This is an optimization exercise on Yosys and OpenROAD, whose aim is small area, a short achievable clock period and few clock cycles, not a production implementation.
Function was checked by simulation only, so behaviour that the tests miss may differ from the original.
Power is estimated from default activity; no workload was simulated.

## JAM
module JAM (
    input CLK,
    input RST,
    output reg [2:0] W,
    output reg [2:0] J,
    input [6:0] Cost,
    output reg [3:0] MatchCount,
    output reg [9:0] MinCost,
    output Valid
);
Size in the first run: ~2,700 cells after synthesis, roughly 31,000 sq um of cells after synthesis.
clock: 4.0 ns
lec_check: 0
cap_margin: 20
core_margin: 2
core_utilization: 40
setup_slack_margin: 1.45
slew_margin: 20
run.sh (not shown) runs the stock make flow with config.mk's settings and CLKGATE_MAP_FILE= SYNTH_SCRIPT=/design/flow/synth_recipe.tcl, a recipe that flattens the netlist after the stock synthesis.
Testbench counts at the start, summed over its fixed seeds: cycles 2,307.
Rerun with:
- SETUP_SLACK_MARGIN: 1.45 -> 1.2
The changed run produced a clean layout.
Total power went down by 3.0%.
Clock skew grows by 0.0046 ns.
Non-clock buffer count decreases by 57.
Global-route usage hardly moves.
Utilization fell by 1.4 points.
Area after synthesis stays the same.
Combinational power falls by 9.5%.
Cell count came out lower by 1.5%.
Worst setup slack is worse by 0.076 ns.
Worst hold slack got worse by 0.022 ns.
Rerun with:
- SETUP_SLACK_MARGIN: 1.2 -> 1.3
Result: Maximum frequency goes up by a few percent. Setup slack gains 0.089 ns. Synthesized cell count is unchanged. First-iteration DRC count goes up by a few percent. Total power goes up by a few percent. Utilization goes up by 0.69 points. Critical path depth goes up by 2. Clock-buffer cell count goes down by 1.
Rerun with:
- SETUP_SLACK_MARGIN: 1.3 -> 1.6
What happened:
- design area is higher by 5.4%
- global-route usage is higher by 0.90 points
- setup slack gains 0.080 ns
- first-iteration DRC count is lower by 2.7%
- hold slack gains 0.0062 ns
- sequential power is about the same
- via count is higher by 3.3%
- clock skew is higher by 0.012 ns
- power is higher by 5.1%
- count of clock-buffer cells in the layout is higher by 1

run 3:
JAM, a different RTL version from the one above (not shown whole).
Size: about 2600 cells after synthesis, about 590 flip-flops, roughly 0.031 mm^2 of cells after synthesis.
clock: 4.0 ns
lec_check: 0
cap_margin: 20
core_margin: 2
core_utilization: 65
slew_margin: 20
Run 3 | status: complete | timing, DRC, antenna: pass
Testbench counts of run 3, summed over its fixed seeds: cycles 2,343.
Relative to run 3, the following input files were edited for run 2:
Settings: a change of CORE_UTILIZATION from 65 to 40.
==> comparison <==
Row logic gate share of total power: run 2 higher / run 3 lower. Relative to run 3, part of the cycle the worst path needs has decreased by 1.3 points in run 2. For non-clock buffer share of cell area, run 3 and run 2 come out practically identical. [compare] base=run 3 new=run 2: sum of routed wire length over all layers rose about 3.7%; synthesized cell area about even; maximum frequency rose 4.1 MHz.

Another version of the RTL of JAM (not shown whole).
Size in the first run: ~2,600 cells after synthesis, roughly 30 I/O pins.
export LEC_CHECK = 0
export CAP_MARGIN = 20
export CORE_MARGIN = 2
export CORE_UTILIZATION = 40
export SETUP_SLACK_MARGIN = 1.0
export SLEW_MARGIN = 20
create_clock -name core_clock -period 4.0 [get_ports {CLK}]
Testbench counts at the start, summed over its fixed seeds: cycles 2,351.
==> next run, changes <==
--- a/flow/config.mk
+++ b/flow/config.mk
@@ -9,4 +9,4 @@
 export CORE_MARGIN = 2
 export CORE_UTILIZATION = 40
-export SETUP_SLACK_MARGIN = 1.0
+export SETUP_SLACK_MARGIN = 0.4
 export SLEW_MARGIN = 20
Effect: Routed wire length increases by 0.63%. Via count came out lower by 0.89%. Utilization goes down by 0.27 points. Setup slack loses 0.46 ns. Hold slack stays flat. Fmax fell by 14%. Total power hardly moves. Die area does not change. Synthesized area does not change. First-iteration DRC count grows by 4.4%. Final area came out lower by 0.59%.

JAM, a different RTL version from the one above (not shown whole).
For scale: roughly 2500 cells after synthesis, roughly 30 I/O pins.
export LEC_CHECK = 0
export CAP_MARGIN = 20
export CORE_MARGIN = 2
export CORE_UTILIZATION = 40
export SETUP_SLACK_MARGIN = 0.8
export SLEW_MARGIN = 20
create_clock -name core_clock -period 4.0 [get_ports {CLK}]
The baseline finished with timing, DRC and antenna clean.
Testbench counts at the start, summed over its fixed seeds: cycles 2,343.
Edit:
Settings changed: SETUP_SLACK_MARGIN 0.8 to 0.4.
Total power stays flat.
Global-route usage stays flat.
Core utilization decreases by 0.29 points.
Worst hold slack hardly moves.
Flip-flop and latch count stays the same.
Final area falls slightly.
Via count came out lower slightly.
Non-clock buffer count went down by 19.
Final cell count fell slightly.
Edit:
Settings changed: SETUP_SLACK_MARGIN 0.4 to default.
Cell count drops by about 0.3%.
Wire length drops by 2.0%.
Total power drops by 0.88%.
Clock-buffer cell count drops by 8.
Utilization drops by 0.16 points.
Sequential power is about the same.
Combinational power stays flat.
Die area does not change.

afterwards: timing with drivers on the ports:
In the flow no input, the clock included, has a driving cell. The finished layouts below were timed again as built, in two steps. Step 1: set_driving_cell puts a clkbuf_16 on CLK and a buf_2 on each other input, an assumption about the parent block. Step 2, shift: input delay + t, output delay - t, t = (earliest + latest rising clock arrival at the registers) / 2. This alone moves slack from input paths to output paths. a / b / c = ideal / step 1 / step 2; a / b = the first two.
run	t, ns	setup slack, ns	worst setup path after step 2	clock arrival spread, ns	pins driven straight from the clock port
the first run of note 1	0.676	1.318 / 1.318 / 0.849	input to register	0.064 / 0.064	1
the second run of note 1	0.682	1.242 / 1.224 / 0.674	input to register	0.049 / 0.049	1
the third run of note 1	0.680	1.331 / 1.331 / 0.695	input to register	0.042 / 0.041	1
the fourth run of note 1	0.665	1.411 / 1.411 / 0.864	input to register	0.055 / 0.055	1
run 3	0.649	0.363 / 0.363 / 0.363	register to register	0.027 / 0.026	1
run 2	0.678	0.416 / 0.416 / 0.416	register to register	0.043 / 0.043	1
the first run of note 3	0.666	1.133 / 1.133 / 0.534	input to register	0.043 / 0.043	1
the second run of note 3	0.669	0.671 / 0.671 / 0.329	input to register	0.022 / 0.023	1
the first run of note 4	0.654	0.801 / 0.801 / 0.348	input to register	0.029 / 0.030	1
the second run of note 4	0.655	0.748 / 0.748 / 0.329	input to register	0.028 / 0.027	1
the third run of note 4	0.686	0.693 / 0.693 / 0.394	input to register	0.028 / 0.028	1
After both steps setup and hold are still met in every run listed. The setup slack of the third run of note 1, which loses most, moves by 0.000 ns with the drivers and by -0.636 ns with both steps.
